From an optimization exercise on the open Yosys and OpenROAD flow, aimed at small area; shortcuts taken in it are not production practice. Function was checked by simulation only, so behaviour that the tests miss may differ from the original. Power and IR drop assume default switching activity.

File: design/flow/config.mk
export PLATFORM = sky130hd
export DESIGN_NAME = seg_595_dynamic
export DESIGN_NICKNAME = seg_595_dynamic
export VERILOG_FILES = /design/flow/design.v
export SDC_FILE = /design/flow/constraint.sdc
export NUM_CORES = 4
export LEC_CHECK = 0
export CAP_MARGIN = 20
export CORE_MARGIN = 2
export CORE_UTILIZATION = 40
export SLEW_MARGIN = 20
File: design/flow/constraint.sdc
create_clock -name core_clock -period 10.0 [get_ports {sys_clk}]
set_input_delay 2.0000 -clock core_clock [delete_from_list [all_inputs] [get_ports {sys_clk}]]
set_output_delay 2.0000 -clock core_clock [all_outputs]
set_load 0.01 [all_outputs]
File: design/flow/design.v
module bcd_8421 (
    input wire sys_clk,
    input wire sys_rst_n,
    input wire [13:0] data,
    output reg [3:0] unit,
    output reg [3:0] ten,
    output reg [3:0] hun,
    output reg [3:0] tho
);
reg [3:0] cnt_shift;  
reg [29:0] data_shift;  
reg shift_flag;
always@(posedge sys_clk or negedge sys_rst_n)
    if(sys_rst_n == 1'b0)
        cnt_shift <= 4'd0;
    else if((cnt_shift == 4'd15) && (shift_flag == 1'b1))
        cnt_shift <= 4'd0;
    else if(shift_flag == 1'b1)
        cnt_shift <= cnt_shift + 1'b1;
    else 
        cnt_shift <= cnt_shift;
always@(posedge sys_clk or negedge sys_rst_n)
    if(sys_rst_n == 1'b0)
        data_shift <= 30'b0;
    else if(cnt_shift == 4'd0)
        data_shift <= {16'b0,data};
    else if((cnt_shift <= 14) && (shift_flag == 1'b0))
        begin 
            data_shift[17:14] <= (data_shift[17:14] > 4) ? (data_shift[17:14] + 2'd3) : (data_shift[17:14]);
            data_shift[21:18] <= (data_shift[21:18] > 4) ? (data_shift[21:18] + 2'd3) : (data_shift[21:18]);
            data_shift[25:22] <= (data_shift[25:22] > 4) ? (data_shift[25:22] + 2'd3) : (data_shift[25:22]);
            data_shift[29:26] <= (data_shift[29:26] > 4) ? (data_shift[29:26] + 2'd3) : (data_shift[29:26]);
        end
    else if((cnt_shift <= 14) && (shift_flag == 1'b1))
        data_shift <= data_shift << 1;
    else 
        data_shift <= data_shift;
always@(posedge sys_clk or negedge sys_rst_n)
    if(sys_rst_n == 1'b0)
        shift_flag <= 1'b0;
    else
        shift_flag <= ~shift_flag;
always@(posedge sys_clk or negedge sys_rst_n)
    if(sys_rst_n ==1'b0)
        begin 
            unit <= 4'b0;
            ten <= 4'b0;
            hun <= 4'b0;
            tho <= 4'b0;
        end
    else if(cnt_shift == 4'd15)
        begin
            unit <= data_shift[17:14];
            ten <= data_shift[21:18];
            hun <= data_shift[25:22];
            tho <= data_shift[29:26];
        end
endmodule
module seg_dynamic
(
    input wire sys_clk,
    input wire sys_rst_n,
    input wire [3:0] point,
    input wire [13:0] data,
    input wire sign,
    input wire seg_en,
    output reg [3:0] sel,
    output reg [7:0] seg
);
parameter CNT_MAX = 16'd49_999;
wire [3:0] unit;
wire [3:0] ten;
wire [3:0] hun;
wire [3:0] tho;
reg [15:0] data_reg;
reg [15:0] cnt_1ms;
reg flag_1ms;
reg [2:0] cnt_sel;
reg [3:0] sel_reg;
reg [3:0] data_disp;
reg dot_disp;
always@(posedge sys_clk or negedge sys_rst_n)
    if(sys_rst_n == 1'b0)
        data_reg <= 15'b0;
    else if((tho) || point[3])  
        data_reg <= {tho,hun,ten,unit};
    else if(((hun) || point[2]) && (sign == 1'b1))
        data_reg <= {4'd10,hun,ten,unit};
    else if((hun) || point[2] && (sign == 1'b0))
        data_reg <= {4'd11,hun,ten,unit};
    else if(((ten) || point[1]) && (sign == 1'b1))
        data_reg <= {4'd11,4'd10,ten,unit};
    else if(((ten) || point[1]) && (sign == 1'b0))
        data_reg <= {4'd11,4'd11,ten,unit};
    else if(((unit) || point[0]) && (sign == 1'b1))
        data_reg <= {4'd11,4'd11,4'd10,unit};
    else
        data_reg <= {4'd11,4'd11,4'd11,unit};
always@(posedge sys_clk or negedge sys_rst_n)
    if(sys_rst_n == 1'b0)
        cnt_1ms <= 16'd0;
    else if(cnt_1ms == CNT_MAX)
        cnt_1ms <= 16'd0;
    else 
        cnt_1ms <= cnt_1ms + 1'b1;
always@(posedge sys_clk or negedge sys_rst_n)
    if(sys_rst_n == 1'b0)
        flag_1ms <= 1'b0;
    else if(cnt_1ms == CNT_MAX - 1'b1)
        flag_1ms <= 1'b1;
    else 
        flag_1ms <= 1'b0;
always@(posedge sys_clk or negedge sys_rst_n)
    if(sys_rst_n == 1'b0)
        cnt_sel <= 3'd0;
    else if((cnt_sel == 3'd5) && (flag_1ms == 1'b1))
        cnt_sel <= 3'd0;
    else if(flag_1ms == 1'b1)
        cnt_sel <= cnt_sel + 1'b1;
    else 
        cnt_sel <= cnt_sel;
always@(posedge sys_clk or negedge sys_rst_n)
    if(sys_rst_n == 1'b0)
        sel_reg <= 4'b0000;
    else if((cnt_sel == 3'd0) && (flag_1ms == 1'b1))
        sel_reg <= 4'b0001;
    else if(flag_1ms == 1'b1)
        sel_reg <= sel_reg << 1;
    else 
        sel_reg <= sel_reg;
always@(posedge sys_clk or negedge sys_rst_n)
    if(sys_rst_n == 1'b0)
        data_disp <= 4'b0;
    else if((seg_en == 1'b1) && (flag_1ms == 1'b1))
        case(cnt_sel)
        3'd0: data_disp <= data_reg[3:0];
        3'd1: data_disp <= data_reg[7:4];
        3'd2: data_disp <= data_reg[11:8];
        3'd3: data_disp <= data_reg[15:12];
        default : data_disp <= 4'b0;
        endcase
    else 
        data_disp <= data_disp;
always@(posedge sys_clk or negedge sys_rst_n)
    if(sys_rst_n == 1'b0)
        dot_disp <= 1'b1;
    else if(flag_1ms == 1'b1)
        dot_disp <= (cnt_sel < 3'd4) ? ~point[cnt_sel[1:0]] : 1'b1;
    else 
        dot_disp <= dot_disp;
always@(posedge sys_clk or negedge sys_rst_n)
    if(sys_rst_n == 1'b0)
        seg <= 8'b1111_1111;
    else 
        case(data_disp)
            4'd0: seg <= {dot_disp,7'b100_0000};
            4'd1: seg <= {dot_disp,7'b111_1001};
            4'd2: seg <= {dot_disp,7'b010_0100};
            4'd3: seg <= {dot_disp,7'b011_0000};
            4'd4: seg <= {dot_disp,7'b001_1001};
            4'd5: seg <= {dot_disp,7'b001_0010};
            4'd6: seg <= {dot_disp,7'b000_0010};
            4'd7: seg <= {dot_disp,7'b111_1000};
            4'd8: seg <= {dot_disp,7'b000_0000};
            4'd9: seg <= {dot_disp,7'b001_0000};
            4'd10: seg <= 8'b1011_1111;  
            4'd11: seg <= 8'b1111_1111;  
            default: seg <= 8'b1100_0000;
        endcase
always@(posedge sys_clk or negedge sys_rst_n)
    if(sys_rst_n == 1'b0)
        sel <= 4'b0000;
    else 
        sel <= sel_reg;
bcd_8421 bcd_8421_inst
(
    .sys_clk(sys_clk),
    .sys_rst_n(sys_rst_n),
    .data(data),
    .unit(unit),
    .ten(ten),
    .hun(hun),
    .tho(tho)
);
endmodule
module hc595_ctrl
(
    input wire sys_clk,
    input wire sys_rst_n,
    input wire [3:0] sel,
    input wire [7:0] seg,
    output reg stcp,
    output reg shcp,
    output reg ds,
    output wire oe
);
reg [1:0] cnt_4;
reg [3:0] cnt_bit;
wire [11:0] data;
assign data = {seg[0],seg[1],seg[2],seg[3],seg[4],seg[5],seg[6],seg[7],sel};
assign oe = ~sys_rst_n;
always@(posedge sys_clk or negedge sys_rst_n)
    if(sys_rst_n == 1'b0)
        cnt_4 <= 2'b0;
    else if(cnt_4 == 2'd3)
        cnt_4 <= 2'd0;
    else 
        cnt_4 <= cnt_4 + 1'b1;
always@(posedge sys_clk or negedge sys_rst_n)
    if(sys_rst_n == 1'b0)
        cnt_bit <= 4'd0;
    else if(cnt_4 == 2'd3 && cnt_bit == 4'd11)
        cnt_bit <= 4'd0;
    else if(cnt_4 == 2'd3)
        cnt_bit <= cnt_bit + 1'b1;
    else 
        cnt_bit <= cnt_bit;
always@(posedge sys_clk or negedge sys_rst_n)
    if(sys_rst_n == 1'b0)
        stcp <= 1'b0;
    else if(cnt_bit == 4'd11 && cnt_4 == 2'd3)
        stcp <= 1'b1;
    else 
        stcp <= 1'b0;
always@(posedge sys_clk or negedge sys_rst_n)
    if(sys_rst_n == 1'b0)
        shcp <= 1'b0;
    else if(cnt_4 >= 4'd2)
        shcp <= 1'b1;
    else 
        shcp <= 1'b0;
always@(posedge sys_clk or negedge sys_rst_n)
    if(sys_rst_n == 1'b0)
        ds <= 1'b0;
    else if(cnt_4 == 2'd0)
        ds <= data[cnt_bit];
    else
        ds <= ds;
endmodule
module seg_595_dynamic 
(
    input wire sys_clk,
    input wire sys_rst_n,
    input wire [13:0] data,
    input wire [3:0] point,
    input wire seg_en,
    input wire sign,
    output wire stcp,
    output wire shcp,
    output wire ds,
    output wire oe
);
wire [3:0] sel;
wire [7:0] seg;
seg_dynamic seg_dynamic_inst
(
    .sys_clk(sys_clk),
    .sys_rst_n(sys_rst_n),
    .data(data),
    .point(point),
    .seg_en(seg_en),
    .sign(sign),
    .sel(sel),
    .seg(seg)
);
hc595_ctrl hc595_ctrl_inst
(
    .sys_clk(sys_clk),
    .sys_rst_n(sys_rst_n),
    .sel(sel),
    .seg(seg),
    .stcp(stcp),
    .shcp(shcp),
    .ds(ds),
    .oe(oe)
);
endmodule
File: design/flow/run.sh
#!/bin/bash
# synth_recipe.tcl (not shown) runs the flow's synth.tcl, then flattens the netlist and writes it again
# the make line also repeats each setting of config.mk as NAME=value (left out here)
make -C /OpenROAD-flow-scripts/flow DESIGN_CONFIG=/design/flow/config.mk WORK_HOME=/design/flow/orfs CLKGATE_MAP_FILE= SYNTH_SCRIPT=/design/flow/synth_recipe.tcl finish
==> results.toml <==
[cells_and_area]
area_growth_pct = 18.35
diodes = 0
drive_gt1_share_pct = 13.45
finalNonFillerCells = 745
largest_reg_flops = 30
fin_util_pct = 48.11
final_nets = 595

[sta]
tns_ns = 0
skew_ns = 0.008428
max_slew.worst_pin.slew_ns = 0.9468
finalSetupViolations = 0
fmax_ghz = 0.1973
hold_viol = 0
fin_crit_sh_pct = 50.69
fin_crit_ns = 5.069
maxSlewViolCount = 0
max_slew_margin_pct = 36.70
rsz0062_at_grt = "no"
fin_ws_ns = 4.931

[status]
status = "complete, no violations"

[logic_synthesis]
ys_ff_latch = 117
synthSimpleGateAreaFrac_pct = 15.66
synthFlopType = "dfrtp_1"
synth_area_mm2 = 0.005599
async_flop_share_pct = 100.0
synth_edf_count = 0
yosysSeqAreaShare_pct = 52.49
synth.most_common_cell = "dfrtp_1"
synth_nets = 574
synth_adder_area_share_pct = 4.693
synth_top_area_share_pct = 48.27
synth_compound_area_share_pct = 15.08
yosys-top-cells-area = "dfrtp_1 (48%), o21ai_0 (4.8%), ha_1 (4.7%), dfstp_2 (4.2%), nand2_1 (3.5%)"
synth_cells = 531
avgSynthCellArea_um2 = 10.54
synth_top_area_cell = "dfrtp_1"
synth_top_family_by_area = "simple AND/OR/NAND/NOR gates"
synth-xor-area-share_pct = 2.346
synth.area.mux_share_pct = 6.056
synth_commonest_cells = "dfrtp_1 (108), o21ai_0 (54), nand2_1 (52), nor2_1 (31), inv_1 (26)"
yosys_warnings = 3
synthDistinctLibCells = 57

[die]
std_cell_rows = 43
die_w_um = 122.3
die_area_mm2 = 0.01496
start_util_pct = 40.65
io_pins = 26
core_region_area_mm2 = 0.01377
fp.dieH_um = 122.3

[global_route]
grt_pass1_vias = 3876
grt_util_all_layers_pct = 15.82
grt_first_pass_wirelength_um = 18530
grt_overflow = 0
antenna_found_initial = 0
grt_max_degree = 70

[cts]
postCtsSetupBuffers = 0
clk_latency_ns = 0.41
cts_resized = 0
cts-buffers-inserted = 17
path_clk_slew_ns = 0.05
root_buffer = "clkbuf_16"
cts.hold.buffers_added = 0
clk_path_buf_depth = 2
cts_tree = "yes"
cts.sinks = 117
cts.htree.levels = 4

[power]
max-vdd-ir-drop_uv = 122.8
total_power_mw = 1.245
p_leak_nw = 2.937
power_density_mw_per_mm2 = 187.9

[run]
cap_violations = 0

[worst_setup_path]
critical_path_class = "input pin to output port"
ff2ff_path_depth = 6
critPathTopFamily = "buffers and inverters"
end_kind = "output port"
crit_chain = "buf_4, inv_1, clkdlybuf4s50_1"
path_buf_inv = 3
cpPeakStageDelay_ns = 0.49
critPathLaunchType = "input pin"
cp.required_ns = 8.00
cp.depth = 3
slowest_stage = "buf_4"
worstPathArrival_ns = 3.07
cp_max_fo = 50

[routing]
vias_per_cell = 5.281
drt_wl_total_um = 10880
initialDrtViolationCount = 254
drcViolationCount = 0
num_vias = 3934
ant_nets = 0
drt_pass1_iterations = 5
wl_per_cell_um = 14.60

[placed_design]
io_buffer_count = 25
place_worst_setup_slack_ns = 4.867
place_congestion = 0.7923
dp_cells = 713
dp_hpwl_um = 7251

[worst_hold_path]
hold_path_depth = 0
hold_path_class = "flip-flop to flip-flop"
## worst register-to-register path: stages (launching register included)
cell and delay (ns):
dfrtp_1 0.37, inv_1 0.10, ha_1 0.21, nand4b_1 0.61
nand2_1 0.56, o21ai_0 0.16, a22o_1 0.21
## cells in the final DEF, fill, tap and decap left out, types with 5 or more instances in the layout
master	synthesis	layout
or2_2	9	9
clkbuf_16	0	17
nor2_1	31	31
mux2_2	11	11
inv_1	26	26
o22ai_1	7	7
nand2b_1	9	9
a22o_1	7	7
nand3_1	14	14
o21ai_0	54	54
a21oi_1	20	20
mux2i_1	17	17
clkinv_2	0	6
nor3_1	11	11
dfrtp_1	108	108
dfstp_2	9	9
nand2_1	52	52
a31oi_1	6	6
xnor2_1	11	11
nor4_1	6	6
ha_1	21	21
nand3b_1	5	5
clkdlybuf4s50_1	0	24
## layer usage
metal	up-vias	part of all wire [%]	GRT usage [%]	routed length, µm
li1	1952	-	-	-
met1	1904	46	20.05	5031
met2	68	50	25.87	5400
met3	10	3.4	4.879	366
met4	0	0.75	5.101	82
met5	-	0	0	0
## per-stage QoR
stage                     area [µm²]  hold slack (ns)
after floorplan                 5599           0.3537
after CTS                       6626           0.3961
after global placement          5992           0.3625
final                           6626           0.3875
after detailed placement        5992           0.3821
after global routing            6626           0.4087
## cell type report
class / count / area, µm²
Timing Repair Buffer: 28 / 270.3
Fill cell: 1287 / 7147
Clock buffer: 22 / 484.2
Clock inverter: 10 / 150.1
Inverter: 26 / 97.59
Multi-Input combinational cell: 362 / 2460
Tap cell: 180 / 225.2
Sequential cell: 117 / 2939
## path summary, 6_finish.rpt
check	from	end	slack, ns
min in group asynchronous	sys_rst_n	seg_dynamic_inst.bcd_8421_inst.data_shift[3]	1.62
worst max-delay path	sys_rst_n	oe	4.93
worst min-delay path	seg_dynamic_inst.sel_reg[3]	seg_dynamic_inst.sel[3]	0.39
worst max register to register	seg_dynamic_inst.bcd_8421_inst.cnt_shift[0]	seg_dynamic_inst.bcd_8421_inst.data_shift[19]	7.66
worst min register to register	seg_dynamic_inst.sel_reg[3]	seg_dynamic_inst.sel[3]	0.39
max in group asynchronous	sys_rst_n	seg_dynamic_inst.cnt_1ms[3]	7.09
## cells by family (layout without fill, tap and decap cells)
family          after synthesis  after routing
compound gates              132            132
xor+xnor                     15             15
mux                          30             30
buf+inv                      52             86
flops                       117            117
simple gates                164            164
fa+ha+maj                    21             21
## report_power, final
| group | switching (mW) | internal (mW) | leakage [nW] |
|---|---|---|---|
| clock | 0.204 | 0.440 | 0.319 |
| sequential | 0.0245 | 0.503 | 1.52 |
| combinational | 0.0369 | 0.0365 | 1.10 |
| total | 0.265 | 0.980 | 2.94 |

[what the ideal ports hide]
The results above use ideal ports. As a check the final layout listed here was re-extracted and re-timed, cells and wires unchanged.
Step 1 assumes that a clkbuf_16 drives the clock port and a buf_2 every other input.
Step 2 also shifts input and output timing later by t, the mid clock arrival at the registers, as if the neighbouring blocks saw the same clock.
Three values: ideal ports, drivers, drivers and shift; two values: the first two.
t (ns): 0.442
setup WS [ns]: 4.931 / 4.875 / 4.875
pins driven straight from the clock port: 1
After both steps this run still meets setup and hold. For this run, drivers alone change the setup slack by -0.056 ns; drivers and shift together by -0.056 ns.
